Source: an optimization exercise on an open RTL-to-GDS flow (aim: small area). Production flows keep margins and buffers that such runs may drop.
At most, simulation tests tie the RTL to the original design; equivalence was not proved.
Power and IR drop assume default switching activity.

==> module cfg_test_top, before the edit <==
module cfg_test_top(
    input             clk ,
    input             rstn ,
    input      [31:0] addr ,
    input      [31:0] wdata ,
    output reg [31:0] rdata ,
    output            rdata_vld ,
    input             wr ,
    input             rd
);
wire [5:0] a = addr[5:0];
function [31:0] inc32b(input [31:0] q, input ci);
    integer i, k;
    reg     c, bc;
    begin
        bc = ci;
        for (k = 0; k < 8; k = k + 1) begin
            c = bc;
            for (i = 4 * k; i < 4 * k + 4; i = i + 1) begin
                inc32b[i] = q[i] ^ c;
                c         = c & q[i];
            end
            bc = bc & (&q[4 * k +: 4]);
        end
    end
endfunction
reg        rd_count_mode;
reg        sample_mode;
reg [31:0] r02, r03, r04, r10, r11, r12, r13, r14;
always @(posedge clk) begin
    if (!rstn) begin
        rd_count_mode <= 1'b0;
        sample_mode   <= 1'b0;
        r02 <= 32'd0;
        r03 <= 32'd0;
        r04 <= 32'd0;
        r10 <= 32'd0;
        r11 <= 32'd0;
        r12 <= 32'd0;
        r13 <= 32'd0;
        r14 <= 32'd0;
    end else if (wr) begin
        case (a)
            6'h00: rd_count_mode <= wdata[0];
            6'h01: sample_mode   <= wdata[0];
            6'h02: r02 <= wdata;
            6'h03: r03 <= wdata;
            6'h04: r04 <= wdata;
            6'h10: r10 <= wdata;
            6'h11: r11 <= wdata;
            6'h12: r12 <= wdata;
            6'h13: r13 <= wdata;
            6'h14: r14 <= wdata;
            default: ;
        endcase
    end
end
reg        rst_d;
always @(posedge clk)
    rst_d <= ~rstn;
reg  [6:0]  ul;
reg  [11:0] uh;
reg         s_prev;
wire        uh_fb = uh[11] ^ uh[5] ^ uh[3] ^ uh[0] ^ (uh[10:0] == 11'd0);
wire        s = |uh | (ul[6:5] == 2'b11 & |ul[4:2]);
always @(posedge clk) begin
    if (!rstn) begin
        ul <= 7'd0;
        uh <= 12'd0;
    end else begin
        ul <= ul + 7'd1;
        if (&ul)
            uh <= {uh[10:0], uh_fb};
    end
    s_prev <= s;
end
wire e = s & ~s_prev;
reg  [31:0] acc;
wire        is23 = (a == 6'h23);
wire [31:0] acc_inc = inc32b(acc, sample_mode ? s : e);
always @(posedge clk) begin
    if (!rstn)
        acc <= 32'd0;
    else if (wr && is23)
        acc <= wdata;
    else if (rd && is23 && !rd_count_mode)
        acc <= 32'd0;
    else
        acc <= acc_inc;
end
reg  [5:0] ar;
reg  [31:0] x;
wire [31:0] p1 = (ar == 6'h02) ? x : r02;
always @(posedge clk)
    x <= inc32b(a[0] ? acc : (a[5] ? p1 : r02), a[0] ? (sample_mode & s) : a[5]);
reg        v1, v2;
always @(posedge clk) begin
    ar <= {a[5:1], a[0] | (rst_d & a[5] & ~a[1])};
    v1 <= rd;
    v2 <= v1;
end
assign rdata_vld = v2;
always @(posedge clk) begin
    case (ar)
        6'h00: rdata <= {31'd0, rd_count_mode};
        6'h01: rdata <= {31'd0, sample_mode};
        6'h02: rdata <= r02;
        6'h03: rdata <= r03;
        6'h04: rdata <= r04;
        6'h10: rdata <= r10;
        6'h11: rdata <= r11;
        6'h12: rdata <= r12;
        6'h13: rdata <= r13;
        6'h14: rdata <= r14;
        6'h20: rdata <= x;
        6'h21: rdata <= 32'h1;
        6'h22: rdata <= 32'h0;
        6'h23: rdata <= x;
        default: rdata <= 32'hF0F0F0F0;
    endcase
end
endmodule
export LEC_CHECK = 0
export CAP_MARGIN = 0
export CORE_MARGIN = 2
export CORE_UTILIZATION = 70
export CTS_BUF_LIST = sky130_fd_sc_hd__clkbuf_8
export CTS_CLUSTER_DIAMETER = 100
export CTS_CLUSTER_SIZE = 16
export SLEW_MARGIN = 0
create_clock -name core_clock -period 5.0 [get_ports {clk}]
standard.sh (not shown) runs the stock make flow with config.mk's settings and CLKGATE_MAP_FILE= SYNTH_SCRIPT=/design/flow/synth_recipe.tcl, a recipe that flattens the netlist after the stock synthesis.
==> flow/flow/run.sh <==
#!/bin/bash
set -euo pipefail
work=$(pwd)
rm -rf "$work/scripts"
mkdir -p "$work/scripts"
cp -r "$FLOW_HOME/scripts/." "$work/scripts/"
cp "$work/flow/abc.script" "$work/scripts/abc_speed.script"
export SCRIPTS_DIR="$work/scripts"
export BUFFER_PORTS_ARGS="-buffer_cell sky130_fd_sc_hd__buf_1"
bash standard.sh > "$work/orfs_make.log" 2>&1
==> flow/flow/abc.script <==
&get -n
&st
&syn4
&dch
&nf -a -R 1000
&put
==> next run, changes <==
--- a/flow/design.v
+++ b/flow/design.v
@@ -9,18 +9,14 @@
     input             rd
 );
 wire [5:0] a = addr[5:0];
-function [31:0] inc32b(input [31:0] q, input ci);
-    integer i, k;
-    reg     c, bc;
+function [31:0] inc32(input [31:0] q, input ci);
+    integer i;
+    reg     c;
     begin
-        bc = ci;
-        for (k = 0; k < 8; k = k + 1) begin
-            c = bc;
-            for (i = 4 * k; i < 4 * k + 4; i = i + 1) begin
-                inc32b[i] = q[i] ^ c;
-                c         = c & q[i];
-            end
-            bc = bc & (&q[4 * k +: 4]);
+        c = ci;
+        for (i = 0; i < 32; i = i + 1) begin
+            inc32[i] = q[i] ^ c;
+            c        = c & q[i];
         end
     end
 endfunction
@@ -58,26 +54,17 @@
 reg        rst_d;
 always @(posedge clk)
     rst_d <= ~rstn;
-reg  [6:0]  ul;
-reg  [11:0] uh;
+reg  [18:0] up;
 reg         s_prev;
-wire        uh_fb = uh[11] ^ uh[5] ^ uh[3] ^ uh[0] ^ (uh[10:0] == 11'd0);
-wire        s = |uh | (ul[6:5] == 2'b11 & |ul[4:2]);
+wire        s = |up[18:7] | (up[6:5] == 2'b11 & |up[4:2]);    
 always @(posedge clk) begin
-    if (!rstn) begin
-        ul <= 7'd0;
-        uh <= 12'd0;
-    end else begin
-        ul <= ul + 7'd1;
-        if (&ul)
-            uh <= {uh[10:0], uh_fb};
-    end
+    up     <= rstn ? inc32({13'd0, up}, 1'b1) : 19'd0;
     s_prev <= s;
 end
 wire e = s & ~s_prev;
 reg  [31:0] acc;
 wire        is23 = (a == 6'h23);
-wire [31:0] acc_inc = inc32b(acc, sample_mode ? s : e);
+wire [31:0] acc_inc = inc32(acc, sample_mode ? s : e);
 always @(posedge clk) begin
     if (!rstn)
         acc <= 32'd0;
@@ -92,7 +79,7 @@
 reg  [31:0] x;
 wire [31:0] p1 = (ar == 6'h02) ? x : r02;
 always @(posedge clk)
-    x <= inc32b(a[0] ? acc : (a[5] ? p1 : r02), a[0] ? (sample_mode & s) : a[5]);
+    x <= (a[0] ? acc : (a[5] ? p1 : r02)) + {31'd0, a[0] ? (sample_mode & s) : a[5]};
 reg        v1, v2;
 always @(posedge clk) begin
     ar <= {a[5:1], a[0] | (rst_d & a[5] & ~a[1])};
Effect: The new run completed and failed the layout checks on negative setup slack; global-route usage is higher by 0.38 points; cell count goes up by 2.3%; non-clock buffer count rises by 16; power increases by 0.61%; routed wire length rose by 3.2%; hold slack is about the same; core utilization rose by 1.6 points; combinational power barely changes; design area rose by 4.4%.
The RTL of the second run of this note was laid out without a check of its function.

========
== run 1 ==
The RTL this note starts from:
==> flow/design.v <==
module cfg_test_top(
    input             clk ,
    input             rstn ,
    input      [31:0] addr ,
    input      [31:0] wdata ,
    output reg [31:0] rdata ,
    output            rdata_vld ,
    input             wr ,
    input             rd
);
wire [5:0] a = addr[5:0];
function [31:0] inc32b(input [31:0] q, input ci);
    integer i, k;
    reg     c, bc;
    begin
        bc = ci;
        for (k = 0; k < 8; k = k + 1) begin
            c = bc;
            for (i = 4 * k; i < 4 * k + 4; i = i + 1) begin
                inc32b[i] = q[i] ^ c;
                c         = c & q[i];
            end
            bc = bc & (&q[4 * k +: 4]);
        end
    end
endfunction
reg        rd_count_mode;
reg        sample_mode;
reg [31:0] r02, r03, r04, r10, r11, r12, r13, r14;
always @(posedge clk) begin
    if (!rstn) begin
        rd_count_mode <= 1'b0;
        sample_mode   <= 1'b0;
        r02 <= 32'd0;
        r03 <= 32'd0;
        r04 <= 32'd0;
        r10 <= 32'd0;
        r11 <= 32'd0;
        r12 <= 32'd0;
        r13 <= 32'd0;
        r14 <= 32'd0;
    end else if (wr) begin
        case (a)
            6'h00: rd_count_mode <= wdata[0];
            6'h01: sample_mode   <= wdata[0];
            6'h02: r02 <= wdata;
            6'h03: r03 <= wdata;
            6'h04: r04 <= wdata;
            6'h10: r10 <= wdata;
            6'h11: r11 <= wdata;
            6'h12: r12 <= wdata;
            6'h13: r13 <= wdata;
            6'h14: r14 <= wdata;
            default: ;
        endcase
    end
end
reg        rst_d;
always @(posedge clk)
    rst_d <= ~rstn;
reg  [6:0]  ul;
reg  [11:0] uh;
reg         s_prev;
wire        uh_fb = uh[11] ^ uh[5] ^ uh[3] ^ uh[0] ^ (uh[10:0] == 11'd0);
wire        s = |uh | (ul[6:5] == 2'b11 & |ul[4:2]);
always @(posedge clk) begin
    if (!rstn) begin
        ul <= 7'd0;
        uh <= 12'd0;
    end else begin
        ul <= ul + 7'd1;
        if (&ul)
            uh <= {uh[10:0], uh_fb};
    end
    s_prev <= s;
end
wire e = s & ~s_prev;
reg  [31:0] acc;
wire        is23 = (a == 6'h23);
wire [31:0] acc_inc = inc32b(acc, sample_mode ? s : e);
always @(posedge clk) begin
    if (!rstn)
        acc <= 32'd0;
    else if (wr && is23)
        acc <= wdata;
    else if (rd && is23 && !rd_count_mode)
        acc <= 32'd0;
    else
        acc <= acc_inc;
end
reg  [5:0] ar;
reg  [31:0] x;
wire        xs_acc = a[0];
wire        xs_x   = ~a[0] & a[5] & (ar == 6'h02);
wire        xs_r02 = ~a[0] & ~xs_x;
wire [31:0] nx;
cfg_ao222n u_xm [31:0] (.s({32{xs_acc, xs_x, xs_r02}}), .d0(acc), .d1(x), .d2(r02), .y(nx));
always @(posedge clk)
    x <= inc32b(~nx, a[0] ? (sample_mode & s) : a[5]);
reg        v1, v2;
always @(posedge clk) begin
    ar <= {a[5:1], a[0] | (rst_d & a[5] & ~a[1])};
    v1 <= rd;
    v2 <= v1;
end
assign rdata_vld = v2;
wire       g0  = ar[5:3] == 3'b000;
wire       g2  = ar[5:3] == 3'b010;
wire       g4  = ar[5:3] == 3'b100;
wire [2:0] lo  = ar[2:0];
wire       s00 = g0 & lo == 3'd0;
wire       s01 = g0 & lo == 3'd1;
wire       s02 = g0 & lo == 3'd2;
wire       s03 = g0 & lo == 3'd3;
wire       s04 = g0 & lo == 3'd4;
wire       s10 = g2 & lo == 3'd0;
wire       s11 = g2 & lo == 3'd1;
wire       s12 = g2 & lo == 3'd2;
wire       s13 = g2 & lo == 3'd3;
wire       s14 = g2 & lo == 3'd4;
wire       sx  = g4 & (lo == 3'd0 | lo == 3'd3);
wire       s21 = g4 & lo == 3'd1;
wire       sdf = ~((g0 | g2) & lo <= 3'd4) & ~(g4 & lo <= 3'd3);
wire [31:0] n0, n1, n2;
cfg_ao222n u_m0 [31:0] (.s({32{s02, s03, s04}}), .d0(r02), .d1(r03), .d2(r04), .y(n0));
cfg_ao222n u_m1 [31:0] (.s({32{s10, s11, s12}}), .d0(r10), .d1(r11), .d2(r12), .y(n1));
cfg_ao222n u_m2 [31:0] (.s({32{s13, s14, sx}}),  .d0(r13), .d1(r14), .d2(x),   .y(n2));
always @(posedge clk)
    rdata <= ~(n0 & n1 & n2)
           | ({32{sdf}} & 32'hF0F0F0F0)
           | {31'd0, s00 & rd_count_mode | s01 & sample_mode | s21};
endmodule
module cfg_ao222n (
    input  [2:0] s,
    input        d0,
    input        d1,
    input        d2,
    output       y
);
assign y = ~(s[2] & d0 | s[1] & d1 | s[0] & d2);
endmodule
clock: 5.0 ns
lec_check: 0
cap_margin: 0
core_margin: 2
core_utilization: 70
cts_buf_list: sky130_fd_sc_hd__clkbuf_8
cts_cluster_diameter: 100
cts_cluster_size: 16
slew_margin: 0
synth_hierarchical: 1
Scripts as last shown in full above: flow/flow/run.sh, flow/flow/abc.script
What run 2 does differently from run 1 at the input level:
diff --git a/flow/design.v b/flow/design.v
--- a/flow/design.v
+++ b/flow/design.v
@@ -26,35 +26,30 @@
 endfunction
 reg        rd_count_mode;
 reg        sample_mode;
 reg [31:0] r02, r03, r04, r10, r11, r12, r13, r14;
+wire [9:0] ld = {10{wr}} & {a == 6'h14, a == 6'h13, a == 6'h12, a == 6'h11,
+                            a == 6'h10, a == 6'h04, a == 6'h03, a == 6'h02,
+                            a == 6'h01, a == 6'h00};
+wire [9:0] wl, hl, wh, hh;
+cfg_wh u_ctl_lo [9:0] (.ld(ld), .rstn(rstn), .w(wl), .h(hl));
+cfg_wh u_ctl_hi [9:0] (.ld(ld), .rstn(rstn), .w(wh), .h(hh));
+function [31:0] upd(input [31:0] q, input wlo, input hlo, input whi, input hhi,
+                    input [31:0] d);
+    upd = {{16{whi}} & d[31:16] | {16{hhi}} & q[31:16],
+           {16{wlo}} & d[15:0]  | {16{hlo}} & q[15:0]};
+endfunction
 always @(posedge clk) begin
-    if (!rstn) begin
-        rd_count_mode <= 1'b0;
-        sample_mode   <= 1'b0;
-        r02 <= 32'd0;
-        r03 <= 32'd0;
-        r04 <= 32'd0;
-        r10 <= 32'd0;
-        r11 <= 32'd0;
-        r12 <= 32'd0;
-        r13 <= 32'd0;
-        r14 <= 32'd0;
-    end else if (wr) begin
-        case (a)
-            6'h00: rd_count_mode <= wdata[0];
-            6'h01: sample_mode   <= wdata[0];
-            6'h02: r02 <= wdata;
-            6'h03: r03 <= wdata;
-            6'h04: r04 <= wdata;
-            6'h10: r10 <= wdata;
-            6'h11: r11 <= wdata;
-            6'h12: r12 <= wdata;
-            6'h13: r13 <= wdata;
-            6'h14: r14 <= wdata;
-            default: ;
-        endcase
-    end
+    rd_count_mode <= wl[0] & wdata[0] | hl[0] & rd_count_mode;
+    sample_mode   <= wl[1] & wdata[0] | hl[1] & sample_mode;
+    r02 <= upd(r02, wl[2], hl[2], wh[2], hh[2], wdata);
+    r03 <= upd(r03, wl[3], hl[3], wh[3], hh[3], wdata);
+    r04 <= upd(r04, wl[4], hl[4], wh[4], hh[4], wdata);
+    r10 <= upd(r10, wl[5], hl[5], wh[5], hh[5], wdata);
+    r11 <= upd(r11, wl[6], hl[6], wh[6], hh[6], wdata);
+    r12 <= upd(r12, wl[7], hl[7], wh[7], hh[7], wdata);
+    r13 <= upd(r13, wl[8], hl[8], wh[8], hh[8], wdata);
+    r14 <= upd(r14, wl[9], hl[9], wh[9], hh[9], wdata);
 end
 reg        rst_d;
 always @(posedge clk)
     rst_d <= ~rstn;
@@ -138,4 +133,13 @@
     output       y
 );
 assign y = ~(s[2] & d0 | s[1] & d1 | s[0] & d2);
 endmodule
+module cfg_wh (
+    input  ld,
+    input  rstn,
+    output w,
+    output h
+);
+assign w = ld & rstn;
+assign h = ~ld & rstn;
+endmodule
--- outcome ---
- Run 2 has completed all stages; timing, DRC and antenna checks passed.
- Looking only at global-route usage, and setting everything else aside, the higher value of run 1 and run 2 goes to run 1.
- In the metrics for run 1 and run 2, the one carrying the higher minimum setup slack in the final design is run 2.
- Across both runs, final critical delay including setup and external delays was lower for run 2 than for run 1.
- Run 2 vs run 1: routed wire length on met2 down by a little under 10%
- | starting density of the core | run 2 vs run 1 | 0.37 points higher |
- Met3 wire length delta for run 2 relative to run 1: 22% higher
- In run 2 relative to run 1, reported net switching power had gone down slightly.
- Compared run 1 against run 2; overall power within noise.
- Per the comparison of run 2 with run 1, number of non-filler instances in the completed layout rose by about 3.5%, final-layout worst hold slack rose by 0.014 ns, leakage power of the design fell by 0.49%, mean routed wirelength per cell fell by 0.90 µm, data arrival time of the worst path fell by 0.02 ns.
Function not checked in run 2: the RTL went through the layout flow alone.

==> re-timing with driven ports <==
The results above use ideal ports. As a check the final layouts listed here were re-extracted and re-timed, cells and wires unchanged.
Step 1: set_driving_cell puts a clkbuf_16 on clk and a buf_2 on each other input, an assumption about the parent block.
Step 2 moves the port delays by t, midway between the first and last clock arrival at a register: inputs arrive t later, outputs are due t later. That takes back most of the time a late clock gives input paths.
a / b / c = no drivers / after step 1 / after step 2; a / b = the first two.
| run | shift t [ns] | slack for setup (ns) | worst setup path after step 2 | worst slew at a driven data input, ns | cell pins on the clock port's net |
|---|---|---|---|---|---|
| the first run of note 1 | 0.632 | 0.489 / 0.489 / 0.290 | input to register | 0.07 | 1 |
| the second run of note 1 | 0.654 | -1.198 / -1.198 / -1.198 | register to register | 0.04 | 1 |
| run 1 | 0.625 | 0.960 / 0.960 / 0.615 | input to register | 0.06 | 1 |
| run 2 | 0.635 | 0.989 / 0.989 / 0.441 | input to register | 0.05 | 1 |
For run 2, which loses most, drivers alone change the setup slack by 0.000 ns; drivers and shift together by -0.548 ns.
